Background: an optimization exercise with open tools, aiming at small area and a short achievable clock period. Do not read the settings as production practice.
The RTL was checked by simulation tests, not by an equivalence proof against the original design.

==> flow/design.v (outline; a module is shown in full before it is edited, if it fits) <==
// module thumb: 477 lines
// module thumb_mul: 1259 lines
module thumb (read_instruction_n, instruction_address,
              instruction, read_data_n, write_data_n,
              data_address, data_in, data_out, reset_n, clk);
  // ...
==> flow/flow/run.sh <==
#!/bin/bash
export BUFFER_PORTS_ARGS="-buffer_cell sky130_fd_sc_hd__buf_4"
bash standard.sh SETUP_SLACK_MARGIN=10.4 finish > standard.log 2>&1
==> flow/standard.sh <==
#!/bin/bash
# synth_recipe.tcl (not shown) runs the flow's synth.tcl, then flattens the netlist and writes it again
# the make line also repeats each setting of config.mk as NAME=value (left out here)
make -C /OpenROAD-flow-scripts/flow DESIGN_CONFIG=/design/flow/config.mk WORK_HOME=/design/flow/orfs CLKGATE_MAP_FILE= SYNTH_SCRIPT=/design/flow/synth_recipe.tcl "${@:-finish}"
==> flow/config.mk <==
export PLATFORM = sky130hd
export DESIGN_NAME = thumb
export DESIGN_NICKNAME = thumb
export VERILOG_FILES = /design/flow/design.v
export SDC_FILE = /design/flow/constraint.sdc
export NUM_CORES = 4
export LEC_CHECK = 0
export ABC_AREA = 1
export CAP_MARGIN = 20
export CORE_MARGIN = 2
export CORE_UTILIZATION = 45
export CTS_CLUSTER_DIAMETER = 100
export CTS_CLUSTER_SIZE = 20
export GPL_ROUTABILITY_DRIVEN = 1
export PLACE_DENSITY = 0.6
export SLEW_MARGIN = 20
==> flow/constraint.sdc <==
create_clock -name core_clock -period 15.0 [get_ports {clk}]
set_input_delay 3.0000 -clock core_clock [delete_from_list [all_inputs] [get_ports {clk}]]
set_output_delay 3.0000 -clock core_clock [all_outputs]
set_load 0.01 [all_outputs]
==> summary.txt, run 1 <==
insertion delay to the later sink of the worst-skew pair 0.70 ns; clk buf depth 3; M1 WL 97.8 mm; initial antenna violation count 26; clock root buffer clkbuf_16; Most Used Layer, Global Route met2; Worst setup EP type output pin; Seq area share 0.308; adder-cell share of the synthesized area 0.124; main combinational cell family by area after synthesis compound AO/OA/AOI/OAI gates; delay of the slowest critical-path stage 0.71 ns; FMAX 217 MHz; Buffers on Ports 147; Cells after Synth 6433; Remaining Overflow, GRT 0; Slew Limit Headroom 0.157; diode count 9; Post-Synth Simple-Gate Area 0.175; CP cell instances buf_4; YS warnings 1; reg2reg start opA[14]; core area 110000 µm²; register bank with the most flops R; worst hold endpoint w_rd[0]; Num Clock Sinks 679; first-pass GRT wire length 351 mm; htree depth 2; Well Taps 1488; Worst R2R Path Depth 17; clock network area share 0.0268; DRT Pass-1 Iters 7; largest net degree at the start of global routing 76; status no timing/DRC/antenna violations; Reg2Reg Setup Slack 10.46 ns
==> module thumb, before the edit <==
module thumb (read_instruction_n, instruction_address,
              instruction, read_data_n, write_data_n,
              data_address, data_in, data_out, reset_n, clk);
  output read_instruction_n;
  output [31:0] instruction_address;
  input [15:0] instruction;
  output read_data_n;
  output write_data_n;
  output [31:0] data_address;
  input [31:0] data_in;
  output [31:0] data_out;
  input reset_n;
  input clk;
  reg read_data_n, write_data_n;
  reg [31:0] PC, SP, LR;
  reg [31:0] R [0:7];
  reg [7:0] rvalid;           
  reg N_Flag, Z_Flag, C_Flag, V_Flag;
  reg n_mul, z_exr, z_mul;    
  reg [15:0] IF_IR;
  reg if_bub;                 
  reg branch_taken;
  reg [31:0] opA, opB, opS;
  reg [15:0] e_one, e_two, e_neg;   
  reg e_a32, e_b32, e_cin1, e_cinc;
  reg e_radd, e_rlog, e_rshr, e_rshl, e_rmul;
  reg [3:0] e_tt;
  reg e_fill;
  reg e_fN, e_fZ, e_fC, e_fV;
  reg e_lsr0, e_zpre, e_rorc, e_sbc;
  reg e_wb, e_ld, e_st;
  reg [2:0] e_rd;
  reg [2:0] e_ldt;            
  reg e_spwe, e_lrwe, e_lror1, e_br, e_bc;
  reg [3:0] e_cond;
  reg [31:0] EXR, DR, MR;     
  reg w_we, w_ld, w_mul;
  reg [2:0] w_rd;
  reg [2:0] w_ldt;
  assign read_instruction_n = 1'b0;
  assign instruction_address = PC;
  assign data_address = EXR;
  assign data_out = DR;
  integer i;
  wire ldb = w_ldt[0], ldh = w_ldt[1], lds = w_ldt[2];
  wire [31:0] wb_data;
  wire [31:0] q3 = EXR ^ DR ^ MR;
  wire [31:0] q4 = {(EXR[30:0] & DR[30:0]) | (MR[30:0] & (EXR[30:0] ^ DR[30:0])), 1'b0};
  wire [31:0] P = q3 + q4;
  wire Pz = ~|((q3 ^ q4) ^ {q3[30:0] | q4[30:0], 1'b0});
  wire [31:0] wr = w_mul ? P : EXR;
  assign wb_data[7:0] = w_ld ? data_in[7:0] : wr[7:0];
  assign wb_data[15:8] = w_ld ? (ldb ? {8{lds & data_in[7]}} : data_in[15:8])
                              : wr[15:8];
  assign wb_data[31:16] = w_ld ? (ldb ? {16{lds & data_in[7]}} :
                                  ldh ? {16{lds & data_in[15]}} :
                                  data_in[31:16]) : wr[31:16];
  wire exv = ~branch_taken;
  wire cin = e_cinc ? C_Flag : e_cin1;
  wire [33:0] S0 = {e_a32, opA, 1'b1} + {e_b32, opB, cin};
  wire [32:0] S = S0[33:1];
  wire [32:0] ag = {e_a32, opA} & {e_b32, opB};
  wire [32:0] ap = {e_a32, opA} ^ {e_b32, opB};
  wire [31:0] L;
  genvar g;
  generate for (g = 0; g < 32; g = g + 1) begin : lg
    assign L[g] = e_tt[{opA[g], opB[g]}];
  end endgenerate
  wire [32:0] sh0 = {opA, 1'b0};
  wire [32:0] sh1 = opB[0] ? {e_fill, sh0[32:1]} : sh0;
  wire [32:0] sh2 = opB[1] ? {{2{e_fill}}, sh1[32:2]} : sh1;
  wire [32:0] sh3 = opB[2] ? {{4{e_fill}}, sh2[32:4]} : sh2;
  wire [32:0] sh4 = opB[3] ? {{8{e_fill}}, sh3[32:8]} : sh3;
  wire [32:0] sh5 = opB[4] ? {{16{e_fill}}, sh4[32:16]} : sh4;
  wire [32:0] sh6 = opB[5] ? {{32{e_fill}}, sh5[32]} : sh5;
  wire [31:0] SH = sh6[32:1];
  wire shc = sh6[0];
  wire [31:0] SHL;
  generate for (g = 0; g < 32; g = g + 1) begin : rv
    assign SHL[g] = SH[31-g];
  end endgenerate
  wire [31:0] ms, mc, mt;
  thumb_mul mul (.a(opA), .one(e_one), .two(e_two), .neg(e_neg), .s(ms), .c(mc), .t(mt));
  wire [31:0] res = ({32{e_radd}} & S[31:0]) | ({32{e_rlog}} & L) |
                    ({32{e_rshr}} & SH) | ({32{e_rshl}} & SHL);
  wire Nn = e_lsr0 ? shc : res[31];
  wire N_eff = n_mul ? P[31] : N_Flag;
  wire Z_eff = z_exr ? (EXR == 32'b0) : (z_mul ? Pz : Z_Flag);
  wire s1ones = ((ag[0] | (ap[0] & cin)) ^ ap[1]) & (&(ag[29:1] ^ ap[30:2]));
  wire T31 = S[31] ^ (e_sbc & s1ones);
  wire T32 = S[32] ^ (e_sbc & s1ones & S[31]);
  wire Cn = e_radd ? T32 : (e_rorc ? opA[31] : shc);
  wire Vn = T32 ^ T31;
  wire e_wp = e_rmul | e_sbc;    
  reg cpass;
  always @* begin
    case (e_cond)
      4'b0000: cpass = Z_eff;
      4'b0001: cpass = ~Z_eff;
      4'b0010: cpass = C_Flag;
      4'b0011: cpass = ~C_Flag;
      4'b0100: cpass = N_eff;
      4'b0101: cpass = ~N_eff;
      4'b0110: cpass = V_Flag;
      4'b0111: cpass = ~V_Flag;
      4'b1000: cpass = C_Flag & ~Z_eff;
      4'b1001: cpass = ~C_Flag & Z_eff;
      4'b1010: cpass = (N_eff == V_Flag);
      4'b1011: cpass = (N_eff != V_Flag);
      4'b1100: cpass = ~Z_eff & (N_eff == V_Flag);
      4'b1101: cpass = Z_eff & (N_eff != V_Flag);
      default: cpass = 1'b1;
    endcase
  end
  wire sp_we = exv & e_spwe;
  wire lr_we = exv & e_lrwe;
  wire [31:0] SP_next = sp_we ? S[31:0] : SP;
  wire [31:0] LR_next = lr_we ? {S[31:1], S[0] | e_lror1} : LR;
  wire [15:0] ir = IF_IR;
  wire idv = ~if_bub & ~branch_taken;
  function [2:0] hibit;
    input [7:0] l;
    integer k;
    begin
      hibit = 3'd0;
      for (k = 0; k < 8; k = k + 1)
        if (l[k]) hibit = k;
    end
  endfunction
  wire [15:0] in = instruction;
  wire n_dp = (in[15:10] == 6'b010000);
  wire n_i8 = (in[15:13] == 3'b001);
  wire n_push = (in[15:8] == 8'b10110100);
  wire [2:0] ix_n = n_i8 ? in[10:8] : (n_dp ? in[2:0] : in[5:3]);
  wire [2:0] iy_n = n_dp ? in[5:3] : in[8:6];
  wire [2:0] iz_n = n_push ? hibit(in[7:0]) :
                    ((in[15:12] == 4'b1001) ? in[10:8] : in[2:0]);
  reg [2:0] ix, iy, iz;
  always @(posedge clk) begin
    ix <= ix_n; iy <= iy_n; iz <= iz_n;
  end
  wire [2:0] found = hibit(ir[7:0]);
  wire is_push = (ir[15:8] == 8'b10110100);
  function [31:0] rread;
    input [2:0] idx;
    input [255:0] rf;
    input [7:0] vld;
    integer k;
    reg [7:0] sel;
    begin
      sel = 8'b0;
      sel[idx] = 1'b1;
      sel = sel & vld;
      rread = {32{~|sel}};
      for (k = 0; k < 8; k = k + 1)
        rread = rread | ({32{sel[k]}} & rf[32*k +: 32]);
    end
  endfunction
  wire [255:0] rflat = {R[7], R[6], R[5], R[4], R[3], R[2], R[1], R[0]};
  wire [31:0] X = rread(ix, rflat, rvalid);
  wire [31:0] Y = rread(iy, rflat, rvalid);
  wire [31:0] Zr = rread(iz, rflat, rvalid);
  wire fwd = is_push & w_we & (w_rd == iz);
  wire [31:0] Zv = fwd ? wb_data : Zr;
  wire [31:0] Xrev;
  generate for (g = 0; g < 32; g = g + 1) begin : xr
    assign Xrev[g] = X[31-g];
  end endgenerate
  wire [31:0] pc2 = PC + 32'd2;
  reg [2:0] asel;      
  reg [1:0] bsel;      
  reg [3:0] ksel;      
  reg binv;
  reg a32, b32, cin1, cinc;
  reg radd, rlog, rshr, rshl, rmul;
  reg [3:0] tt;
  reg fill_s;          
  reg fN, fZ, fC, fV;
  reg lsr0, rorc;
  reg sbc;             
  reg wb, ld, st;
  reg [2:0] rd, ldt;
  reg spwe, lrwe, lror1, br, bc;
  reg [1:0] amode;     
  reg ror;
  wire [7:0] rs8 = Y[7:0];
  wire [4:0] imm5 = ir[10:6];
  reg [5:0] amt;
  always @* begin
    case (amode)
      2'd0: amt = {1'b0, imm5};
      2'd1: amt = (imm5 == 5'd0) ? 6'd32 : {1'b0, imm5};
      2'd2: amt = (rs8 > 8'd32) ? 6'd33 : rs8[5:0];
      default: amt = ror ? {1'b0, rs8[4:0]} :
                     ((rs8 >= 8'd32) ? 6'd32 : {1'b0, rs8[4:0]});
    endcase
  end
  always @* begin
    asel = 3'd0; bsel = 2'd0; ksel = 4'd0; binv = 1'b0;
    a32 = 1'b0; b32 = 1'b0; cin1 = 1'b0; cinc = 1'b0;
    radd = 1'b0; rlog = 1'b0; rshr = 1'b0; rshl = 1'b0; rmul = 1'b0;
    tt = 4'b0000; fill_s = 1'b0;
    fN = 1'b0; fZ = 1'b0; fC = 1'b0; fV = 1'b0;
    lsr0 = 1'b0; rorc = 1'b0; sbc = 1'b0;
    wb = 1'b0; ld = 1'b0; st = 1'b0; rd = ir[2:0]; ldt = 3'b000;
    spwe = 1'b0; lrwe = 1'b0; lror1 = 1'b0; br = 1'b0; bc = 1'b0;
    amode = 2'd0; ror = 1'b0;
    case (ir[15:13])
      3'b000: begin
        if (ir[12:11] == 2'b11) begin     
          radd = 1'b1; wb = 1'b1; fN = 1'b1; fZ = 1'b1;
          bsel = ir[10] ? 2'd2 : 2'd0;    
          ksel = 4'd0;
          binv = ir[9]; b32 = ir[9]; cin1 = ir[9];
          if (ir[10] == 1'b0 || ir[9] == 1'b1 || ir[8:6] != 3'b000) begin
            fC = 1'b1; fV = 1'b1;
          end
        end
        else begin                        
          wb = 1'b1; fN = 1'b1; fZ = 1'b1; fC = 1'b1;
          bsel = 2'd3;
          case (ir[12:11])
            2'b00: begin asel = 3'd1; rshl = 1'b1; amode = 2'd0; end
            2'b01: begin rshr = 1'b1; amode = 2'd1; lsr0 = (imm5 == 5'd0); end
            default: begin rshr = 1'b1; amode = 2'd1; fill_s = 1'b1; end
          endcase
        end
      end
      3'b001: begin                       
        rd = ir[10:8]; fN = 1'b1; fZ = 1'b1;
        bsel = 2'd2; ksel = 4'd1;
        case (ir[12:11])
          2'b00: begin rlog = 1'b1; tt = 4'b1010; wb = 1'b1; end        
          2'b01: begin radd = 1'b1; binv = 1'b1; b32 = 1'b1; cin1 = 1'b1;
                       fC = 1'b1; fV = 1'b1; end                          
          2'b10: begin radd = 1'b1; wb = 1'b1; fC = 1'b1; fV = 1'b1; end  
          default: begin radd = 1'b1; binv = 1'b1; b32 = 1'b1; cin1 = 1'b1;
                       wb = 1'b1; fC = 1'b1; fV = 1'b1; end               
        endcase
      end
      3'b010: begin
        if (ir[12:10] == 3'b000) begin    
          fN = 1'b1; fZ = 1'b1;
          case (ir[9:6])
            4'h0: begin rlog = 1'b1; tt = 4'b1000; wb = 1'b1; end   
            4'h1: begin rlog = 1'b1; tt = 4'b0110; wb = 1'b1; end   
            4'h2: begin asel = 3'd1; bsel = 2'd3; amode = 2'd2; rshl = 1'b1;
                        fC = 1'b1; wb = 1'b1; end                   
            4'h3: begin bsel = 2'd3; amode = 2'd2; rshr = 1'b1;
                        fC = 1'b1; wb = 1'b1; end                   
            4'h4: begin bsel = 2'd3; amode = 2'd3; rshr = 1'b1; fill_s = 1'b1;
                        fC = 1'b1; wb = 1'b1; end                   
            4'h5: begin radd = 1'b1; cinc = 1'b1; fC = 1'b1; fV = 1'b1;
                        wb = 1'b1; end                              
            4'h6: begin radd = 1'b1; binv = 1'b1; b32 = 1'b1; cinc = 1'b1;
                        sbc = 1'b1; fC = 1'b1; fV = 1'b1; wb = 1'b1; end  
            4'h7: begin bsel = 2'd3; amode = 2'd3; ror = 1'b1; rshr = 1'b1;
                        fC = (rs8 != 8'd0); rorc = (rs8[4:0] == 5'd0);
                        wb = 1'b1; end                              
            4'h8: begin rlog = 1'b1; tt = 4'b1000; end              
            4'h9: begin radd = 1'b1; asel = 3'd7; binv = 1'b1; b32 = ~Y[31];
                        cin1 = 1'b1; fC = 1'b1; fV = 1'b1; wb = 1'b1; end  
            4'hA: begin radd = 1'b1; binv = 1'b1; b32 = 1'b1; cin1 = 1'b1;
                        fC = 1'b1; fV = 1'b1; end                   
            4'hB: begin radd = 1'b1; fC = 1'b1; fV = 1'b1; end      
            4'hC: begin rlog = 1'b1; tt = 4'b1110; end             
            4'hD: begin rmul = 1'b1; wb = 1'b1; end                 
            4'hE: begin rlog = 1'b1; tt = 4'b0100; wb = 1'b1; end   
            default: begin rlog = 1'b1; tt = 4'b0101; wb = 1'b1; end  
          endcase
        end
        else if (ir[12:11] == 2'b01) begin    
          asel = 3'd3; bsel = 2'd2; ksel = 4'd5; radd = 1'b1;
          ld = 1'b1; wb = 1'b1; rd = ir[10:8];
        end
        else if (ir[12] == 1'b1) begin        
          radd = 1'b1;
          case (ir[11:9])
            3'b000: st = 1'b1;
            3'b001: st = 1'b1;
            3'b010: st = 1'b1;
            3'b011: begin ld = 1'b1; ldt = 3'b101; end
            3'b100: begin ld = 1'b1; ldt = 3'b000; end
            3'b101: begin ld = 1'b1; ldt = 3'b010; end
            3'b110: begin ld = 1'b1; ldt = 3'b001; end
            default: begin ld = 1'b1; ldt = 3'b110; end
          endcase
          wb = ld;
        end
      end
      3'b011: begin                       
        radd = 1'b1; bsel = 2'd2;
        ksel = ir[12] ? 4'd3 : 4'd2;      
        ld = ir[11]; st = ~ir[11]; wb = ir[11];
        ldt = ir[12] ? 3'b001 : 3'b000;
      end
      3'b100: begin
        radd = 1'b1; bsel = 2'd2;
        ld = ir[11]; st = ~ir[11]; wb = ir[11];
        if (ir[12] == 1'b0) begin         
          ksel = 4'd4; ldt = 3'b010;
        end
        else begin                        
          asel = 3'd5; ksel = 4'd5; rd = ir[10:8];
        end
      end
      3'b101: begin
        if (ir[12] == 1'b0) begin         
          radd = 1'b1; bsel = 2'd2; ksel = 4'd5; wb = 1'b1; rd = ir[10:8];
          asel = ir[11] ? 3'd5 : 3'd3;
        end
        else if (ir[11:8] == 4'b0000) begin   
          radd = 1'b1; bsel = 2'd2; ksel = 4'd6; asel = 3'd5; spwe = 1'b1;
          binv = ir[7]; cin1 = ir[7];
        end
        else if (ir[11:8] == 4'b0100) begin   
          radd = 1'b1; bsel = 2'd2; ksel = 4'd8; asel = 3'd5; spwe = 1'b1;
          st = 1'b1;
        end
        else if (ir[11:8] == 4'b1100) begin   
          rlog = 1'b1; tt = 4'b1100; bsel = 2'd2; ksel = 4'd7; asel = 3'd5;
          spwe = 1'b1; ld = 1'b1; wb = 1'b1; rd = found;
        end
      end
      3'b110: begin
        if (ir[12] == 1'b1) begin
          if (ir[11:8] == 4'b1111) begin      
            radd = 1'b1; asel = 3'd2; bsel = 2'd2; ksel = 4'd13; br = 1'b1;
          end
          else if (ir[11:8] != 4'b1110) begin  
            radd = 1'b1; asel = 3'd4; bsel = 2'd2; ksel = 4'd9; bc = 1'b1;
          end
        end
      end
      default: begin
        case (ir[12:11])
          2'b00: begin radd = 1'b1; asel = 3'd4; bsel = 2'd2; ksel = 4'd10;
                       br = 1'b1; end           
          2'b10: begin radd = 1'b1; asel = 3'd2; bsel = 2'd2; ksel = 4'd11;
                       lrwe = 1'b1; end         
          2'b11: begin radd = 1'b1; asel = 3'd6; bsel = 2'd2; ksel = 4'd12;
                       lrwe = 1'b1; lror1 = 1'b1; br = 1'b1; end   
          default: ;
        endcase
      end
    endcase
  end
  reg [31:0] K;
  always @* begin
    case (ksel)
      4'd0: K = {29'b0, ir[8:6]};
      4'd1: K = {24'b0, ir[7:0]};
      4'd2: K = {25'b0, ir[10:6], 2'b0};
      4'd3: K = {27'b0, ir[10:6]};
      4'd4: K = {26'b0, ir[10:6], 1'b0};
      4'd5: K = {22'b0, ir[7:0], 2'b0};
      4'd6: K = {23'b0, ir[6:0], 2'b0};
      4'd7: K = 32'd4;
      4'd8: K = 32'hfffffffc;
      4'd9: K = {{23{ir[7]}}, ir[7:0], 1'b0};
      4'd10: K = {{20{ir[10]}}, ir[10:0], 1'b0};
      4'd11: K = {{9{ir[10]}}, ir[10:0], 12'b0};
      4'd12: K = {20'b0, ir[10:0], 1'b0};
      default: K = 32'hfffffffe;
    endcase
  end
  reg [31:0] A_d, B_d;
  always @* begin
    case (asel)
      3'd0: A_d = X;
      3'd1: A_d = Xrev;
      3'd2: A_d = PC;
      3'd3: A_d = {PC[31:2], 2'b00};
      3'd4: A_d = pc2;
      3'd5: A_d = SP_next;
      3'd6: A_d = LR_next;
      default: A_d = 32'b0;
    endcase
    case (bsel)
      2'd0: B_d = Y ^ {32{binv}};
      2'd2: B_d = K ^ {32{binv}};
      default: B_d = {26'b0, amt};
    endcase
  end
  always @(posedge clk) begin
    opA <= A_d;
    opB <= B_d;
    opS <= Zv;
    for (i = 0; i < 16; i = i + 1) begin
      e_one[i] <= Y[2*i] ^ ((i == 0) ? 1'b0 : Y[2*i-1]);
      e_two[i] <= (Y[2*i+1] & ~Y[2*i] & ~((i == 0) ? 1'b0 : Y[2*i-1])) |
                  (~Y[2*i+1] & Y[2*i] & ((i == 0) ? 1'b0 : Y[2*i-1]));
      e_neg[i] <= Y[2*i+1];
    end
    e_a32 <= a32; e_b32 <= b32; e_cin1 <= cin1; e_cinc <= cinc;
    e_radd <= radd; e_rlog <= rlog; e_rshr <= rshr; e_rshl <= rshl;
    e_rmul <= rmul;
    e_tt <= tt;
    e_fill <= fill_s & X[31];
    e_lsr0 <= lsr0; e_zpre <= (X == 32'b0); e_rorc <= rorc; e_sbc <= sbc;
    e_rd <= rd; e_ldt <= ldt;
    e_cond <= ir[11:8];
    e_lror1 <= lror1;
    e_fN <= idv & fN; e_fZ <= idv & fZ; e_fC <= idv & fC; e_fV <= idv & fV;
    e_wb <= idv & wb; e_ld <= idv & ld; e_st <= idv & st;
    e_spwe <= idv & spwe; e_lrwe <= idv & lrwe;
    e_br <= idv & br; e_bc <= idv & bc;
  end
  always @(negedge reset_n or posedge clk) begin
    if (~reset_n) begin
      PC <= 32'b0;
      if_bub <= 1'b1;
    end
    else begin
      PC <= branch_taken ? EXR : pc2;
      if_bub <= branch_taken;
    end
  end
  always @(posedge clk) IF_IR <= instruction;
  always @(negedge reset_n or posedge clk) begin
    if (~reset_n) begin
      branch_taken <= 1'b0;
      read_data_n <= 1'b1;
      write_data_n <= 1'b1;
      w_we <= 1'b0;
      SP <= 32'b0;
      LR <= 32'b0;
      N_Flag <= 1'b0;
      Z_Flag <= 1'b0;
      n_mul <= 1'b0;
      z_exr <= 1'b0;
      z_mul <= 1'b0;
      C_Flag <= 1'b0;
      V_Flag <= 1'b0;
    end
    else begin
      branch_taken <= exv & (e_br | (e_bc & cpass));
      read_data_n <= ~(exv & e_ld);
      write_data_n <= ~(exv & e_st);
      w_we <= exv & e_wb;
      SP <= SP_next;
      LR <= LR_next;
      if (exv & e_fN) begin
        N_Flag <= Nn; n_mul <= e_wp;
      end
      else begin
        N_Flag <= N_eff; n_mul <= 1'b0;
      end
      if (exv & e_fZ) begin
        Z_Flag <= e_zpre; z_exr <= ~e_lsr0 & ~e_wp; z_mul <= e_wp;
      end
      else begin
        Z_Flag <= Z_eff; z_exr <= 1'b0; z_mul <= 1'b0;
      end
      if (exv & e_fC) C_Flag <= Cn;
      if (exv & e_fV) V_Flag <= Vn;
    end
  end
  always @(posedge clk) begin
    EXR <= e_rmul ? ms : res;
    MR <= {32{e_rmul}} & mt;
    DR <= e_rmul ? mc : (e_sbc ? 32'd2 : opS);
    w_mul <= e_wp;
    w_rd <= e_rd;
    w_ld <= e_ld;
    w_ldt <= e_ldt;
  end
  always @(negedge reset_n or posedge clk) begin
    if (~reset_n)
      rvalid <= 8'b0;
    else if (w_we)
      rvalid[w_rd] <= 1'b1;
  end
  always @(posedge clk) begin
    if (w_we) R[w_rd] <= wb_data;
  end
endmodule
==> inputs of run 2 (changes only) <==
--- a/flow/design.v
+++ b/flow/design.v
@@ -29,27 +29,28 @@
   reg e_fN, e_fZ, e_fC, e_fV;
   reg e_lsr0, e_zpre, e_rorc, e_sbc;
   reg e_wb, e_ld, e_st;
   reg [2:0] e_rd;
   reg [2:0] e_ldt;            
   reg e_spwe, e_lrwe, e_lror1, e_br, e_bc;
   reg [3:0] e_cond;
   reg [31:0] EXR, DR, MR;     
+  reg [1:0] MX;               
   reg w_we, w_ld, w_mul;
   reg [2:0] w_rd;
   reg [2:0] w_ldt;
   assign read_instruction_n = 1'b0;
   assign instruction_address = PC;
   assign data_address = EXR;
   assign data_out = DR;
   integer i;
   wire ldb = w_ldt[0], ldh = w_ldt[1], lds = w_ldt[2];
   wire [31:0] wb_data;
-  wire [31:0] q3 = EXR ^ DR ^ MR;
+  wire [31:0] q3 = EXR ^ DR ^ MR ^ {MX[1] ^ MX[0], 31'b0};
   wire [31:0] q4 = {(EXR[30:0] & DR[30:0]) | (MR[30:0] & (EXR[30:0] ^ DR[30:0])), 1'b0};
   wire [31:0] P = q3 + q4;
   wire Pz = ~|((q3 ^ q4) ^ {q3[30:0] | q4[30:0], 1'b0});
   wire [31:0] wr = w_mul ? P : EXR;
   assign wb_data[7:0] = w_ld ? data_in[7:0] : wr[7:0];
   assign wb_data[15:8] = w_ld ? (ldb ? {8{lds & data_in[7]}} : data_in[15:8])
                               : wr[15:8];
   assign wb_data[31:16] = w_ld ? (ldb ? {16{lds & data_in[7]}} :
@@ -75,17 +76,18 @@
   wire [32:0] sh6 = opB[5] ? {{32{e_fill}}, sh5[32]} : sh5;
   wire [31:0] SH = sh6[32:1];
   wire shc = sh6[0];
   wire [31:0] SHL;
   generate for (g = 0; g < 32; g = g + 1) begin : rv
     assign SHL[g] = SH[31-g];
   end endgenerate
   wire [31:0] ms, mc, mt;
-  thumb_mul mul (.a(opA), .one(e_one), .two(e_two), .neg(e_neg), .s(ms), .c(mc), .t(mt));
+  wire [1:0] mx;
+  thumb_mul mul (.a(opA), .one(e_one), .two(e_two), .neg(e_neg), .s(ms), .c(mc), .t(mt), .x(mx));
   wire [31:0] res = ({32{e_radd}} & S[31:0]) | ({32{e_rlog}} & L) |
                     ({32{e_rshr}} & SH) | ({32{e_rshl}} & SHL);
   wire Nn = e_lsr0 ? shc : res[31];
   wire N_eff = n_mul ? P[31] : N_Flag;
   wire Z_eff = z_exr ? (EXR == 32'b0) : (z_mul ? Pz : Z_Flag);
   wire s1ones = ((ag[0] | (ap[0] & cin)) ^ ap[1]) & (&(ag[29:1] ^ ap[30:2]));
   wire T31 = S[31] ^ (e_sbc & s1ones);
   wire T32 = S[32] ^ (e_sbc & s1ones & S[31]);
@@ -454,36 +456,38 @@
       end
       if (exv & e_fC) C_Flag <= Cn;
       if (exv & e_fV) V_Flag <= Vn;
     end
   end
   always @(posedge clk) begin
     EXR <= e_rmul ? ms : res;
     MR <= {32{e_rmul}} & mt;
+    MX <= {2{e_rmul}} & mx;
     DR <= e_rmul ? mc : (e_sbc ? 32'd2 : opS);
     w_mul <= e_wp;
     w_rd <= e_rd;
     w_ld <= e_ld;
     w_ldt <= e_ldt;
   end
   always @(negedge reset_n or posedge clk) begin
     if (~reset_n)
       rvalid <= 8'b0;
     else if (w_we)
       rvalid[w_rd] <= 1'b1;
   end
   always @(posedge clk) begin
     if (w_we) R[w_rd] <= wb_data;
   end
 endmodule
-module thumb_mul (a, one, two, neg, s, c, t);
+module thumb_mul (a, one, two, neg, s, c, t, x);
   input [31:0] a;
   input [15:0] one, two, neg;
   output [31:0] s, c, t;
+  output [1:0] x;        
   wire one0 = one[0];
   wire two0 = two[0];
   wire neg0 = neg[0];
   wire pp0_0 = ((one0 & a[0]) | (two0 & 1'b0)) ^ neg0;
   wire pp0_1 = ((one0 & a[1]) | (two0 & a[0])) ^ neg0;
   wire pp0_2 = ((one0 & a[2]) | (two0 & a[1])) ^ neg0;
   wire pp0_3 = ((one0 & a[3]) | (two0 & a[2])) ^ neg0;
   wire pp0_4 = ((one0 & a[4]) | (two0 & a[3])) ^ neg0;
@@ -1627,21 +1631,19 @@
   assign px413 = fc128 ^ fc238;
   wire px414;
   assign px414 = px410 ^ px411;
   wire px415;
   assign px415 = px412 ^ px413;
   wire px416;
   assign px416 = px414 ^ fc240;
   wire px417;
-  assign px417 = fc242 ^ px415;
-  wire px418;
-  assign px418 = px416 ^ px417;
-  wire px419;
-  assign px419 = fc336 ^ px418;
+  assign px417 = px415 ^ px416;
+  assign x[0] = fc242;
+  assign x[1] = fc336;
   assign s[0] = pp0_0;
   assign c[0] = neg0;
   assign t[0] = 1'b0;
   assign s[1] = pp0_1;
   assign c[1] = 1'b0;
   assign t[1] = 1'b0;
   assign s[2] = pp0_2;
   assign c[2] = pp1_2;
@@ -1725,12 +1727,12 @@
   assign c[28] = fs387;
   assign t[28] = fc386;
   assign s[29] = fc330;
   assign c[29] = fs389;
   assign t[29] = fc388;
   assign s[30] = fc334;
   assign c[30] = fs391;
   assign t[30] = fc390;
-  assign s[31] = px419;
+  assign s[31] = px417;
   assign c[31] = fc338;
   assign t[31] = fc392;
 endmodule
==> summary.txt, run 2 <==
first-pass GRT wire length 346 mm (-1.2%); worst min path class flip-flop to flip-flop; max FFs per register 256; Tightest Pin Transition 1.32 ns; status no timing/DRC/antenna violations; overall routed net length 252 mm; Final Cell Area 54400 µm²; FMAX 208 MHz (-4.2%); NumNets Final 6857; Synth cell types 69; most common cell after layout, fill and taps aside nand2_1; startpoint types flip-flop; post-route ant nets 0; # IOs 149; RSZ-0062 raised after global routing true; critical path class flip-flop to flip-flop; register bank with the most flops R; Primary FF master, synth dfxtp_1; count leader, synth nand2_1; synthesis-stage register bit count 681; YS warnings 1 (unchanged); number of remaining DRC errors 0; Slew Limit Headroom 0.118 (-0.0392); Final Cycle Share 0.320; post-synthesis cell area 49900 µm²; fraction of layout cells with a size suffix above 1 0.0784; Arr. time, crit path 5.27 ns; Final setup viols 0; initial antenna violation count 19 (-27%); Num Clock Sinks 681 (+0.29%); hold_ws 0.335 ns; Post-Route Skew 0.0595 ns; final worst slack 10.20 ns; Remaining Overflow, GRT 0 (unchanged); htree depth 2 (unchanged); register area share after synthesis 0.336; final setup TNS 0 ns; vias 50500; Reg2Reg Setup Slack 10.20 ns (-0.26 ns); net count after synthesis 6849; TritonCTS Buffers 46; Async S/R FF share, synth 0.169; most frequent cells in the layout nand2_1, inv_1, o22ai_1; wire length per cell 31.5 µm; insertion delay to the later sink of the worst-skew pair 0.71 ns (about the same); Final HPWL DP 184 mm; Synth top area share 0.154; required time of the critical path 15.47 ns; largest area contributor in the netlist edfxtp_1; vias per std cell 6.33; synthesized area per cell 7.75 µm²; vias in the first global route 46200; initial core utilization 0.452; core area 110000 µm² (unchanged); largest net degree at the start of global routing 71 (-6.6%); Final Hold Viols 0; Final Critical Period 4.80 ns; drt initial violations 8501; Area after DPL 52700 µm²; Buffers on Ports 147 (unchanged); Die Ht 337 µm; Die ar. 113000 µm²; max_cap viols 0; Cells after Synth 6436 (+0.047%); DRT Pass-1 Iters 9 (+2); Die Span X 337 µm; clk buf depth 3 (unchanged); Synth top cells by count nand2_1, inv_1, o22ai_1; pre-CTS setup slack 9.92 ns; Max Fanout on Critical Path 18; GR Util All Layers 0.432; number of enable flip-flop cells after synthesis 256; clock-pin slew on the worst setup and hold paths 0.09 ns; row count 122; CTS tree built; ranking of synthesized cells by area edfxtp_1, dfxtp_1, nand2_1; final slew viol count 0; global placement routability congestion 1.05; clock root buffer clkbuf_16; Worst setup EP type flip-flop; Area growth syn-to-layout 9.01%
run 2: cell types whose count changed in the layout (fill, tap and decap cells not counted), moves of 25 or more:
cell / delta
a21oi_1: +37
o22ai_1: -55
nor4_1: -29
inv_1: -53
nor2_1: +25
buf_4: -27
run 2: metrics by stage:
step,std cells,util
after CTS,7959,0.492
after detailed placement,7875,0.478
after global routing,7968,0.493
after global placement,7874,0.478
final,7979,0.493
after floorplan,6436,-
run 2: layout make-up:
class | instances | area [µm²]
clock buffer | 69 | 1250
sequential | 681 | 16800
fill | 10900 | 55900
tap | 1488 | 1860
multi-input combinational | 4445 | 28300
antenna | 11 | 27.5
inverter | 983 | 3720
timing repair buffer | 286 | 2180
clock inverter | 15 | 245
timing repair inverter | 1 | 5.00
run 2: kinds of logic after synthesis:
group / Yosys count / share of synthesized area
multiplexers: 18 / 0.00369
other: 1 / 0.0000752
XOR/XNOR: 368 / 0.0646
buffers and inverters: 1311 / 0.0999
flip-flops: 681 / 0.336
adder cells (fa/ha/maj): 363 / 0.124
AO/OA/AOI/OAI: 1585 / 0.192
AND/OR/NAND/NOR: 2109 / 0.179
run 2: worst max-delay path: stages (launching register included):
cell	delay (ns)
dfxtp_1	0.39
inv_1	0.08
ha_1	0.23
nand2_1	0.08
nand2_1	0.13
nand3_1	0.88
inv_1	0.50
buf_4	0.40
a21oi_1	0.20
nand3_1	0.58
a221oi_1	0.76
nand4_1	0.32
run 2: what timing repair did:
action / CTS / global route
setup buffers: 0 / 7
hold endpoints to repair: 0 / 0
endpoints found under the setup margin: 16 / 32
gates cloned: 0 / 2
hold buffers: 0 / 0
gates resized for setup: 17 / 15
pin swaps: 0 / 2
run 2: layer usage:
| layer | GRT usage | vias to the layer above | part of all wire | wire (µm) |
|---|---|---|---|---|
| met3 | 0.148 | 848 | 0.15 | 37000 |
| li1 | - | 21600 | - | - |
| met2 | 0.605 | 3890 | 0.40 | 101000 |
| met1 | 0.567 | 24100 | 0.38 | 94600 |
| met4 | 0.273 | 12 | 0.077 | 19400 |
| met5 | 0 | - | 0.00032 | 80 |
run 2: worst paths after layout:
check | endpoint | startpoint | depth (start not counted)
max | opA[21] | ix[0] | 11
min | w_rd[0] | e_rd[0] | 0
max reg2reg | opA[21] | ix[0] | 11
min reg2reg | w_rd[0] | e_rd[0] | 0
max in group asynchronous | SP[31] | reset_n | 2
min in group asynchronous | rvalid[7] | reset_n | 1
==> inputs of run 3 (changes only) <==
--- a/flow/config.mk
+++ b/flow/config.mk
@@ -6,5 +6,4 @@
 export NUM_CORES = 4
 export LEC_CHECK = 0
-export ABC_AREA = 1
 export CAP_MARGIN = 20
 export CORE_MARGIN = 2
==> summary.txt, run 3 <==
status no timing/DRC/antenna violations; Synth top cells by count a22oi_1, clkbuf_1, nand2_1; reg2reg start EXR[15]; Cells after Synth 4899 (-24%); Final HPWL DP 149 mm (-19%); core area 105000 µm² (-4.4%); startpoint of the worst hold path e_rd[1]; post-synthesis cell area 47900 µm² (-3.9%); # fillers 9876 (-9.8%); number of remaining DRC errors 0 (unchanged); drt initial violations 8412 (-1.0%); global placement routability congestion 1.02 (-3.1%); GR Util All Layers 0.385 (-0.0469); max_cap viols 0 (unchanged); area of the multi-input gates 28700 µm² (+1.5%); Worst R2R Path Depth 10 (-1); Synth top area share 0.160 (+0.00624); required time of the critical path 12.00 ns (-3.47 ns); FF/Latch Area 16800 µm² (about the same); vias in the first global route 40300 (-13%); Reg2Reg Setup Slack 10.42 ns (+0.22 ns); startpoint types flip-flop; WP depth 1 (-10); count leader, synth a22oi_1; WP buf/inv 1 (-2); most common cell after layout, fill and taps aside a22oi_1; Tightest Pin Transition 1.28 ns (-0.0344 ns); overall routed net length 215 mm (-14%); RSZ-0062 raised after global routing true; final setup TNS 0 ns (unchanged); Remaining Overflow, GRT 0 (unchanged); Async S/R FF share, synth 0.169 (unchanged); CTS tree built; CP endpoint data_address[24]; Worst path top cell family by delay flip-flops; initial antenna violation count 15 (-4); delay of the slowest critical-path stage 0.76 ns (-0.12 ns); NumNets Final 5209 (-24%); vias 43500 (-14%); Primary FF master, synth dfxtp_1; post-route ant nets 0 (unchanged); FMAX 215 MHz (+3.4%); fraction of layout cells with a size suffix above 1 0.118 (+0.0392); Post-Route Skew 0.0441 ns (-0.0155 ns); first-pass GRT wire length 302 mm (-13%); number of enable flip-flop cells after synthesis 256 (unchanged); register bank with the most flops R; Arr. time, crit path 1.64 ns (-3.63 ns); Critical Path Start EXR[24]; CP cell instances buf_4; Die Span X 330 µm (-1.9%); Synth cell types 108 (+57%); Final Critical Period 4.64 ns (-0.156 ns); utilization after layout 0.491 (-0.00240); wire length per cell 34.6 µm (+9.6%); # IOs 149 (unchanged); Final Cycle Share 0.310 (-0.0104); DRT Pass-1 Iters 22 (+13); Die Ht 330 µm (-1.9%); largest net degree at the start of global routing 76 (+7.0%); critical path class flip-flop to output pin; clock-pin slew on the worst setup and hold paths 0.09 ns (about the same); insertion delay to the later sink of the worst-skew pair 0.66 ns (-0.05 ns); final slew viol count 0 (unchanged); Final setup viols 0 (unchanged); largest area contributor in the netlist edfxtp_1; net count after synthesis 5312 (-22%); synthesized area per cell 9.78 µm² (+26%); Worst setup EP type output pin; htree depth 2 (unchanged); initial core utilization 0.455 (+0.00218); Buffers on Ports 147 (unchanged); clock root buffer clkbuf_16; Num Clock Sinks 681 (unchanged); TritonCTS Buffers 41 (-11%); Slew Limit Headroom 0.146 (+0.0277); CP max stage cell dfxtp_1; ranking of synthesized cells by area edfxtp_1, dfxtp_1, fa_1; Max Fanout on Critical Path 5 (-13); row count 119 (-2.5%); clk buf depth 3 (unchanged); FF-to-FF End R[6][22]; worst min path class flip-flop to flip-flop; Die ar. 109000 µm² (-3.8%); register area share after synthesis 0.350 (+0.0136); vias per std cell 6.98 (+10%); max FFs per register 256 (unchanged); Final Hold Viols 0 (unchanged); hold_buf cts 0 (unchanged); YS warnings 1 (unchanged); Area growth syn-to-layout 7.96%; synthesis-stage register bit count 681 (unchanged); most frequent cells in the layout a22oi_1, nand2_1, dfxtp_1
run 3: changes by cell type in the layout (fill, tap and decap cells not counted), moves of 144 or more:
cell | before | now
nand3_1 | 243 | 95
a222oi_1 | 0 | 170
nor2_1 | 414 | 231
o21ai_0 | 444 | 240
a22oi_1 | 35 | 408
o22ai_1 | 465 | 11
xor2_1 | 335 | 191
xnor2_1 | 33 | 272
inv_1 | 920 | 260
nand2_1 | 1201 | 319
run 3: area by class of cell:
type,instances,share of cell area
Sequential cell,681,0.325
Tap cell,1391,0.0336
Multi-Input combinational cell,3513,0.555
Timing Repair Buffer,294,0.0432
Clock buffer,69,0.0221
Clock inverter,7,0.00213
Antenna cell,9,0.000435
Inverter,265,0.0192
run 3: what timing repair did:
action | 4_1_cts | 5_1_grt
pin swaps | 0 | 2
endpoints found under the setup margin | 34 | 72
resized for setup | 7 | 24
buffers inserted | 0 | 3
gates cloned | 0 | 0
run 3: per-stage QoR:
stage                     hold slack, ns  setup WS [ns]  area, µm²  std cells
final                              0.331          10.36      51700       6229
after detailed placement           0.314          10.10      50300       6141
after global routing               0.350          10.27      51700       6220
after floorplan                    0.310          10.71      47900       4899
after CTS                          0.333          10.30      51600       6217
after global placement             0.312          10.16      50300       6141
run 3: how the worst min path moves through the flow:
stage          depth (start not counted)  slack, ns  endpoint
2_1_floorplan                          0       0.31  w_ldt[0]
3_3_place_gp                           0       0.31   w_rd[1]
3_5_place_dp                           0       0.31   w_rd[0]
4_1_cts                                0       0.33   w_rd[0]
5_1_grt                                0       0.35   w_rd[1]
6_report                               0       0.33   w_rd[1]
run 3: cell families (layout without fill, tap and decap cells):
group | after synthesis | in the layout | synth area share
AOI/OAI and AO/OA | 1486 | 1486 | 0.223
xor gates and xnor gates | 466 | 466 | 0.0855
adders and majority gates | 363 | 363 | 0.129
buffers and inverters | 705 | 635 | 0.0569
DFF | 681 | 681 | 0.350
muxes | 147 | 147 | 0.0483
other | 1 | 10 | 0.0000783
and+or+nand+nor | 1050 | 1050 | 0.108
run 3: per-layer routing:
metal	global-route usage	wire (µm)
met3	0.138	32900
met2	0.540	87500
met4	0.224	16000
met5	0	91
met1	0.510	78800
==> inputs of run 4 (changes only) <==
==> flow/flow/run.sh (replaced) <==
#!/bin/bash
export BUFFER_PORTS_ARGS="-buffer_cell sky130_fd_sc_hd__buf_4"
bash standard.sh SETUP_SLACK_MARGIN=10.8 finish > standard.log 2>&1
==> summary.txt, run 4 <==
WP buf/inv 1 (unchanged); row count 119 (unchanged); CP cell instances buf_6; Remaining Overflow, GRT 0 (unchanged); wire length per cell 35.1 µm (+1.5%); YS warnings 1 (unchanged); Primary FF master, synth dfxtp_1; Die Span X 330 µm (unchanged); register bank with the most flops R; initial core utilization 0.455 (unchanged); TritonCTS Buffers 43 (+4.9%); insertion delay to the later sink of the worst-skew pair 0.66 ns (about the same); required time of the critical path 12.00 ns (about the same); max_cap viols 0 (unchanged); most frequent cells in the layout a22oi_1, nand2_1, buf_4; clock root buffer clkbuf_16; Final Cell Area 53800 µm² (+3.9%); Num Clock Sinks 681 (unchanged); count leader, synth a22oi_1; delay of the slowest critical-path stage 0.57 ns (-0.19 ns); Worst path top cell family by delay flip-flops; initial antenna violation count 19 (+4); synthesis-stage register bit count 681 (unchanged); post-route ant nets 0 (unchanged); # IOs 149 (unchanged); area of the multi-input gates 29100 µm² (+1.4%); Tightest Pin Transition 1.33 ns (+0.0472 ns); core area 105000 µm² (unchanged); DRT Pass-1 Iters 22 (unchanged); CP max stage cell dfrtp_2; max FFs per register 256 (unchanged); Post-Route Skew 0.0387 ns (-0.00538 ns); FF/Latch Area 17000 µm² (+1.0%); net count after synthesis 5312 (unchanged); Arr. time, crit path 1.38 ns (-0.26 ns); clock-pin slew on the worst setup and hold paths 0.09 ns (about the same); # fillers 9648 (-2.3%); Buffers on Ports 147 (unchanged); critical path class flip-flop to output pin; Synth cell types 108 (unchanged); vias per std cell 7.03 (+0.69%); Final setup viols 0 (unchanged); Async S/R FF share, synth 0.169 (unchanged); status no timing/DRC/antenna violations; Final Hold Viols 0 (unchanged); register area share after synthesis 0.350 (unchanged); largest net degree at the start of global routing 77 (+1.3%); final setup TNS 0 ns (unchanged); hold_buf cts 0 (unchanged); vias in the first global route 40900 (+1.5%); worst min path class flip-flop to flip-flop; final slew viol count 0 (unchanged); post-synthesis cell area 47900 µm² (unchanged); Max Fanout on Critical Path 3 (-2); Die Ht 330 µm (unchanged); Die ar. 109000 µm² (unchanged); ranking of synthesized cells by area edfxtp_1, dfxtp_1, fa_1; Final HPWL DP 149 mm (about the same); number of enable flip-flop cells after synthesis 256 (unchanged); drt initial violations 8990 (+6.9%); RSZ-0062 raised after global routing true; most common cell after layout, fill and taps aside a22oi_1; Cells after Synth 4899 (unchanged); overall routed net length 223 mm (+3.3%); Synth top cells by count a22oi_1, clkbuf_1, nand2_1; FMAX 228 MHz (+6.1%); Synth top area share 0.160 (unchanged); Slew Limit Headroom 0.108 (-0.0374); global placement routability congestion 1.01 (-0.25%); NumNets Final 5320 (+2.1%); startpoint types flip-flop; clk buf depth 3 (unchanged); first-pass GRT wire length 308 mm (+1.9%); largest area contributor in the netlist edfxtp_1; htree depth 2 (unchanged); vias 44600 (+2.5%); Worst setup EP type output pin; Area after DPL 50400 µm² (+0.11%); synthesized area per cell 9.78 µm² (unchanged); CTS tree built; Final Critical Period 4.38 ns (-0.267 ns); Final Cycle Share 0.292 (-0.0178); number of remaining DRC errors 0 (unchanged); GR Util All Layers 0.394 (+0.00871); Area growth syn-to-layout 12.2%; fraction of layout cells with a size suffix above 1 0.167 (+0.0493)
run 4: logic make-up after synthesis:
family	synth area share
other	0.0000783
buffers and inverters	0.0569
adder cells (fa/ha/maj)	0.129
XOR/XNOR	0.0855
multiplexers	0.0483
AND/OR/NAND/NOR	0.108
AO/OA/AOI/OAI	0.223
flip-flops	0.350
run 4: final cells by class:
type	instances	share of cell area
well taps	1391	0.0324
flip-flops and latches	681	0.316
diodes	7	0.000326
clock inverters	10	0.00305
clock buffers	70	0.0221
repair buffers	401	0.0665
inverters	265	0.0186
multi-input cells	3515	0.541
run 4: what timing repair did:
| action | in CTS | in global routing |
|---|---|---|
| endpoints found under the setup margin | 303 | 234 |
| resized for setup | 229 | 116 |
| gates cloned | 1 | 3 |
| pin swaps | 4 | 11 |
| buffers inserted | 79 | 24 |
run 4: stage by stage:
stage | setup slack (ns) | hold slack, ns | util | instances
after detailed placement | 9.88 | 0.314 | 0.478 | 6146
after CTS | 10.63 | 0.333 | 0.503 | 6306
after global routing | 10.64 | 0.344 | 0.510 | 6333
after global placement | 10.02 | 0.314 | 0.478 | 6146
after floorplan | 10.88 | 0.310 | - | 4899
final | 10.62 | 0.330 | 0.510 | 6340
run 4: path summary, 6_finish.rpt:
check / startpoint / to / slack (ns) / cells past startpoint
worst min-delay path: e_rd[0] / w_rd[0] / 0.33 / 0
worst max-delay path: PC[0] / instruction_address[0] / 10.62 / 1
worst max register to register: iy[1] / e_two[11] / 10.80 / 14
min in group asynchronous: reset_n / branch_taken / 2.30 / 1
max in group asynchronous: reset_n / PC[25] / 11.27 / 2
worst min register to register: e_rd[0] / w_rd[0] / 0.33 / 0
run 4: metal layers:
layer	vias up	routed length, µm	track usage
met4	16	18100	0.246
met5	-	106	0
met3	856	35200	0.139
met2	3882	90100	0.558
met1	21600	79000	0.512
li1	18200	-	-
==> inputs of run 5 (changes only) <==
==> flow/flow/run.sh (replaced) <==
#!/bin/bash
export BUFFER_PORTS_ARGS="-buffer_cell sky130_fd_sc_hd__buf_4"
bash standard.sh SETUP_SLACK_MARGIN=10.6 finish > standard.log 2>&1
==> summary.txt, run 5 <==
Post-Synth Simple-Gate Area 0.108 (unchanged); number of enable flip-flop cells after synthesis 256 (unchanged); xor/xnor share of the synthesized area 0.0855 (unchanged); delay of the slowest critical-path stage 0.55 ns (-0.02 ns); net count after synthesis 5312 (unchanged); TritonCTS Buffers 41 (-4.7%); adder-cell share of the synthesized area 0.129 (unchanged); max_cap viols 0 (unchanged); pre-CTS setup slack 10.10 ns (+0.220 ns); Compound-Gate Fraction of Synth Area 0.223 (unchanged); NumNets Final 5213 (-2.0%); Die Ht 330 µm (unchanged); row count 119 (unchanged); synthesized area per cell 9.78 µm² (unchanged); global placement routability congestion 1.02 (+0.25%); most frequent cells in the layout a22oi_1, nand2_1, buf_4; vias per std cell 7.00 (-0.45%); Buffers on Ports 147 (unchanged); final worst slack 10.59 ns (-0.0365 ns); reg2reg start iy[0]; vias 43600 (-2.2%); WHS Path Cells 0 (unchanged); Reg2Reg Setup Slack 10.66 ns (-0.14 ns); critical path class flip-flop to output pin; # IOs 149 (unchanged); final setup TNS 0 ns (unchanged); drt initial violations 8571 (-4.7%); GR Util All Layers 0.385 (-0.00859); Final Critical Period 4.41 ns (+0.0365 ns); main combinational cell family by area after synthesis compound AO/OA/AOI/OAI gates; ranking of synthesized cells by area edfxtp_1, dfxtp_1, fa_1; Tightest Pin Transition 1.27 ns (-0.0616 ns); startpoint of the worst hold path e_rd[1]; Die ar. 109000 µm² (unchanged); Async S/R FF share, synth 0.169 (unchanged); register area share after synthesis 0.350 (unchanged); max FFs per register 256 (unchanged); Final Hold Viols 0 (unchanged); Final Cycle Share 0.294 (+0.00243); YS warnings 1 (unchanged); fraction of layout cells with a size suffix above 1 0.129 (-0.0380); Max Fanout on Critical Path 5 (+2); worst min path class flip-flop to flip-flop; CP max stage cell dfxtp_1; Arr. time, crit path 1.41 ns (+0.03 ns); Worst path top cell family by delay flip-flops; required time of the critical path 12.00 ns (about the same); Num Clock Sinks 681 (unchanged); initial core utilization 0.455 (unchanged); Synth cell types 108 (unchanged); Final setup viols 0 (unchanged); RSZ-0062 raised after global routing true; Synth top area share 0.160 (unchanged); Primary FF master, synth dfxtp_1; Slew Limit Headroom 0.149 (+0.0410); post-route ant nets 0 (unchanged); synthesis-stage register bit count 681 (unchanged); register bank with the most flops R; status no timing/DRC/antenna violations; largest net degree at the start of global routing 76 (-1.3%); core area 105000 µm² (unchanged); Cells after Synth 4899 (unchanged); largest area contributor in the netlist edfxtp_1; Die Span X 330 µm (unchanged); count leader, synth a22oi_1; FMAX 227 MHz (-0.83%); htree depth 2 (unchanged); post-synthesis cell area 47900 µm² (unchanged); CTS tree built; wire length per cell 34.6 µm (-1.5%); final slew viol count 0 (unchanged); clock-pin slew on the worst setup and hold paths 0.09 ns (about the same); clk buf depth 3 (unchanged); CP cell instances buf_4; Final Cell Area 51900 µm² (-3.4%); Area growth syn-to-layout 8.35%; Synth top cells by count a22oi_1, clkbuf_1, nand2_1; first-pass GRT wire length 303 mm (-1.7%); vias in the first global route 40300 (-1.4%); Final HPWL DP 149 mm (about the same); number of remaining DRC errors 0 (unchanged); Remaining Overflow, GRT 0 (unchanged); clock root buffer clkbuf_16; FF-to-FF End opB[2]; WP buf/inv 1 (unchanged); overall routed net length 215 mm (-3.1%); initial antenna violation count 14 (-5); most common cell after layout, fill and taps aside a22oi_1; Post-Route Skew 0.0433 ns (+0.00463 ns); Area after DPL 50300 µm² (-0.11%); Worst R2R Path Depth 12 (-2); Critical Path Start EXR[1]; startpoint types flip-flop; worst hold endpoint w_rd[1]; multiplexer area fraction after synthesis 0.0483 (unchanged); insertion delay to the later sink of the worst-skew pair 0.66 ns (about the same); DRT Pass-1 Iters 22 (unchanged); Worst setup EP type output pin
## run 5: cell counts after synthesis
Identical to the previous run, type by type.
## run 5: per-stage QoR
step                      std cells  hold WS, ns   util
final                          6231        0.331  0.493
after global routing           6224        0.350  0.492
after CTS                      6217        0.333  0.490
after detailed placement       6141        0.314  0.477
after global placement         6141        0.312  0.477
after floorplan                4899        0.310      -
## run 5: metal layers
metal / part of all wire / routed length (µm) / track usage / vias up
met5: 0.00032 / 69 / 0 / -
met4: 0.075 / 16200 / 0.228 / 12
met3: 0.15 / 32500 / 0.133 / 738
met2: 0.40 / 87200 / 0.538 / 3631
met1: 0.37 / 79500 / 0.513 / 21200
li1: - / - / - / 18000
## run 5: kinds of logic after synthesis
family,after synthesis
buffers and inverters,705
adder cells (fa/ha/maj),363
AO/OA/AOI/OAI,1486
multiplexers,147
XOR/XNOR,466
other,1
flip-flops,681
AND/OR/NAND/NOR,1050
## run 5: worst register-to-register path, cell delays in order, from the launching register on
cell	delay (ns)
dfxtp_1	0.48
inv_1	0.08
ha_1	0.27
xor2_1	0.21
and3_1	0.21
buf_4	0.31
a222oi_1	1.10
nand4_4	0.39
nor2_2	0.28
inv_2	0.05
o41a_1	0.41
or3_1	0.33
a22oi_1	0.15
## run 5: worst max path at each step
stage / endpoint / slack [ns] / cells past startpoint
after global routing: C_Flag / 10.45 / 18
after detailed placement: C_Flag / 10.10 / 18
after floorplan: DR[29] / 10.71 / 13
after CTS: C_Flag / 10.52 / 18
final: data_address[1] / 10.59 / 1
after global placement: branch_taken / 10.16 / 13
## run 5: repair_timing
action / in CTS / in global routing
endpoints found under the setup margin: 173 / 80
buffers inserted: 0 / 7
pin swaps: 1 / 5
hold buffers: 0 / 0
gates resized for setup: 65 / 39
## run 5: final cells by class
cell class | count | area, µm²
Fill cell | 9864 | 53500
Multi-Input combinational cell | 3513 | 28700
Sequential cell | 681 | 16900
Timing Repair Buffer | 298 | 2310
Tap cell | 1391 | 1740
Clock buffer | 69 | 1140
Inverter | 265 | 995
Clock inverter | 7 | 110
Antenna cell | 7 | 17.5
==> inputs of run 6 (changes only) <==
==> flow/flow/run.sh (replaced) <==
#!/bin/bash
export BUFFER_PORTS_ARGS="-buffer_cell sky130_fd_sc_hd__buf_4"
bash standard.sh SETUP_SLACK_MARGIN=10.4 finish > standard.log 2>&1
==> flow/config.mk (replaced) <==
export PLATFORM = sky130hd
export DESIGN_NAME = thumb
export DESIGN_NICKNAME = thumb
export VERILOG_FILES = /design/flow/design.v
export SDC_FILE = /design/flow/constraint.sdc
export NUM_CORES = 4
export LEC_CHECK = 0
export CAP_MARGIN = 10
export CORE_MARGIN = 2
export CORE_UTILIZATION = 55
export CTS_CLUSTER_DIAMETER = 100
export CTS_CLUSTER_SIZE = 20
export GPL_ROUTABILITY_DRIVEN = 1
export PLACE_DENSITY = 0.7
export SLEW_MARGIN = 10
==> summary.txt, run 6 <==
RSZ-0062 raised after global routing true; first-pass GRT wire length 294 mm (-2.7%); Synth top cells by count a22oi_1, clkbuf_1, nand2_1; Die Span X 299 µm (-9.4%); Remaining Overflow, GRT 0 (unchanged); FMAX 215 MHz (-5.1%); Async S/R FF share, synth 0.169 (unchanged); Final setup viols 0 (unchanged); TritonCTS Buffers 43 (+4.9%); Primary FF master, synth dfxtp_1; synthesis-stage register bit count 681 (unchanged); row count 108 (-9.2%); YS warnings 1 (unchanged); WHS Path Cells 0 (unchanged); post-synthesis cell area 47900 µm² (unchanged); Post-Synth Simple-Gate Area 0.108 (unchanged); net count after synthesis 5312 (unchanged); utilization after layout 0.595 (+0.102); Post-Route Skew 0.0566 ns (+0.0133 ns); reg2reg start iy[0]; Die Ht 299 µm (-9.4%); required time of the critical path 12.00 ns (about the same); final setup TNS 0 ns (unchanged); final worst slack 10.35 ns (-0.235 ns); vias per std cell 7.37 (+5.4%); core area 86600 µm² (-18%); Compound-Gate Fraction of Synth Area 0.223 (unchanged); clock root buffer clkbuf_16; clock-pin slew on the worst setup and hold paths 0.09 ns (about the same); GR Util All Layers 0.452 (+0.0664); delay of the slowest critical-path stage 0.78 ns (+0.23 ns); Buffers on Ports 147 (unchanged); initial antenna violation count 10 (-4); synthesized area per cell 9.78 µm² (unchanged); drt initial violations 10100 (+18%); Final Critical Period 4.65 ns (+0.235 ns); Synth top area share 0.160 (unchanged); xor/xnor share of the synthesized area 0.0855 (unchanged); Max Fanout on Critical Path 5 (unchanged); vias in the first global route 40800 (+1.3%); adder-cell share of the synthesized area 0.129 (unchanged); Final Cycle Share 0.310 (+0.0157); register bank with the most flops R; vias 44200 (+1.4%); DRT Pass-1 Iters 20 (-9.1%); startpoint types flip-flop; worst hold endpoint w_rd[1]; Slew Limit Headroom 0.0419 (-0.107); status no timing/DRC/antenna violations; Reg2Reg Setup Slack 10.40 ns (-0.26 ns); hold_buf cts 0 (unchanged); overall routed net length 208 mm (-3.3%); fraction of layout cells with a size suffix above 1 0.117 (-0.0118); multiplexer area fraction after synthesis 0.0483 (unchanged); insertion delay to the later sink of the worst-skew pair 0.67 ns (about the same); Final Hold Viols 0 (unchanged); htree depth 2 (unchanged); clk buf depth 3 (unchanged); post-route ant nets 0 (unchanged); hold_ws 0.305 ns (-0.0255 ns); pre-CTS setup slack 10.17 ns (+0.0761 ns); Worst R2R Path Depth 12 (unchanged); Worst path top cell family by delay flip-flops; Tightest Pin Transition 1.43 ns (+0.166 ns); largest area contributor in the netlist edfxtp_1; Arr. time, crit path 1.65 ns (+0.24 ns); worst min path class flip-flop to flip-flop; number of remaining DRC errors 0 (unchanged); FF-to-FF End opB[25]; max FFs per register 256 (unchanged); final slew viol count 0 (unchanged); main combinational cell family by area after synthesis compound AO/OA/AOI/OAI gates; Synth cell types 108 (unchanged); count leader, synth a22oi_1; # IOs 149 (unchanged); most common cell after layout, fill and taps aside a22oi_1; # fillers 7371 (-25%); Cells after Synth 4899 (unchanged); most frequent cells in the layout a22oi_1, nand2_1, dfxtp_1; critical path class flip-flop to output pin; global placement routability congestion 1.04 (+2.1%); number of enable flip-flop cells after synthesis 256 (unchanged); CTS tree built; register area share after synthesis 0.350 (unchanged); max_cap viols 0 (unchanged); NumNets Final 5210 (-0.058%); CP max stage cell dfxtp_1; startpoint of the worst hold path e_rd[1]; Num Clock Sinks 681 (unchanged); CP cell instances buf_4; wire length per cell 34.7 µm (+0.47%); Area growth syn-to-layout 7.46%; initial core utilization 0.553 (+0.0987); Worst setup EP type output pin; WP buf/inv 1 (unchanged); largest net degree at the start of global routing 78 (+2.6%); Die ar. 89500 µm² (-18%); Final HPWL DP 143 mm (-4.1%); ranking of synthesized cells by area edfxtp_1, dfxtp_1, fa_1
[run 6: worst max path at each step]
| stage | from | end | slack (ns) | cells after the start |
|---|---|---|---|---|
| after floorplan | e_neg[2] | DR[29] | 10.71 | 13 |
| after global placement | data_in[7] | R[1][11] | 10.27 | 5 |
| after detailed placement | data_in[15] | R[0][23] | 10.17 | 6 |
| after CTS | e_neg[4] | DR[29] | 10.41 | 11 |
| after global routing | opB[1] | C_Flag | 10.36 | 18 |
| final | EXR[21] | data_address[21] | 10.35 | 1 |
[run 6: metal layers]
metal,routed length [µm],vias to the layer above,part of all wire,global-route usage
met5,208,-,0.0010,0.00741
met3,36500,956,0.18,0.194
li1,-,18000,-,-
met4,17300,12,0.083,0.276
met1,71900,21000,0.35,0.587
met2,82400,4248,0.40,0.618
[run 6: cell families (layout without fill, tap and decap cells)]
logic type | after synthesis | in the layout
AOI/OAI and AO/OA | 1486 | 1486
and+or+nand+nor | 1050 | 1050
buffers and inverters | 705 | 638
DFF | 681 | 681
xor gates and xnor gates | 466 | 466
adders and majority gates | 363 | 363
muxes | 147 | 147
other | 1 | 10
[run 6: metrics by stage]
| step | cell area, µm² | cells |
|---|---|---|
| after floorplan | 47900 | 4899 |
| after global placement | 50000 | 5904 |
| after detailed placement | 50000 | 5904 |
| after CTS | 51400 | 5984 |
| after global routing | 51500 | 5988 |
| final | 51500 | 5996 |
[run 6: layout make-up]
type	instances	area, µm²	area share
Antenna cell	9	22.5	0.000437
Clock buffer	69	1200	0.0234
Clock inverter	11	145	0.00282
Inverter	265	995	0.0193
Multi-Input combinational cell	3513	28700	0.557
Sequential cell	681	16800	0.326
Tap cell	1155	1450	0.0281
Timing Repair Buffer	293	2220	0.0431
[run 6: what timing repair did]
item	CTS	global route
pin swaps	0	2
resized for setup	4	23
buffers inserted	0	3
hold endpoints to repair	0	0
endpoints found under the setup margin	4	58

-- re-timing with driven ports --
The flow's constraints put no driver on any port. The routed layouts listed below were extracted and timed again, unchanged, in two steps. Step 1 assumes that a clkbuf_16 drives the clock port and a buf_2 every other input. Step 2, shift: input delay + t, output delay - t, t = (earliest + latest rising clock arrival at the registers) / 2. This alone moves slack from input paths to output paths. Three values: no drivers, after step 1, after step 2; two values: the first two.
| run | shift t [ns] | setup WS [ns] | worst setup path at the end | clock arrival spread, ns | worst slew at a driven data input, ns |
|---|---|---|---|---|---|
| run 1 | 0.757 | 10.400 / 10.319 / 9.894 | input to register | 0.048 / 0.048 | 0.13 |
| run 2 | 0.768 | 10.200 / 10.200 / 10.021 | input to register | 0.062 / 0.061 | 0.12 |
| run 3 | 0.702 | 10.356 / 10.288 / 9.998 | input to register | 0.045 / 0.044 | 0.06 |
| run 4 | 0.710 | 10.623 / 10.555 / 10.204 | input to register | 0.039 / 0.039 | 0.04 |
| run 5 | 0.705 | 10.586 / 10.520 / 10.154 | input to register | 0.044 / 0.043 | 0.05 |
| run 6 | 0.706 | 10.352 / 10.282 / 10.050 | input to register | 0.056 / 0.056 | 0.05 |
After both steps every run listed still meets setup and hold. The setup slack of run 1, which loses most, moves by -0.081 ns with the drivers and by -0.506 ns with both steps.
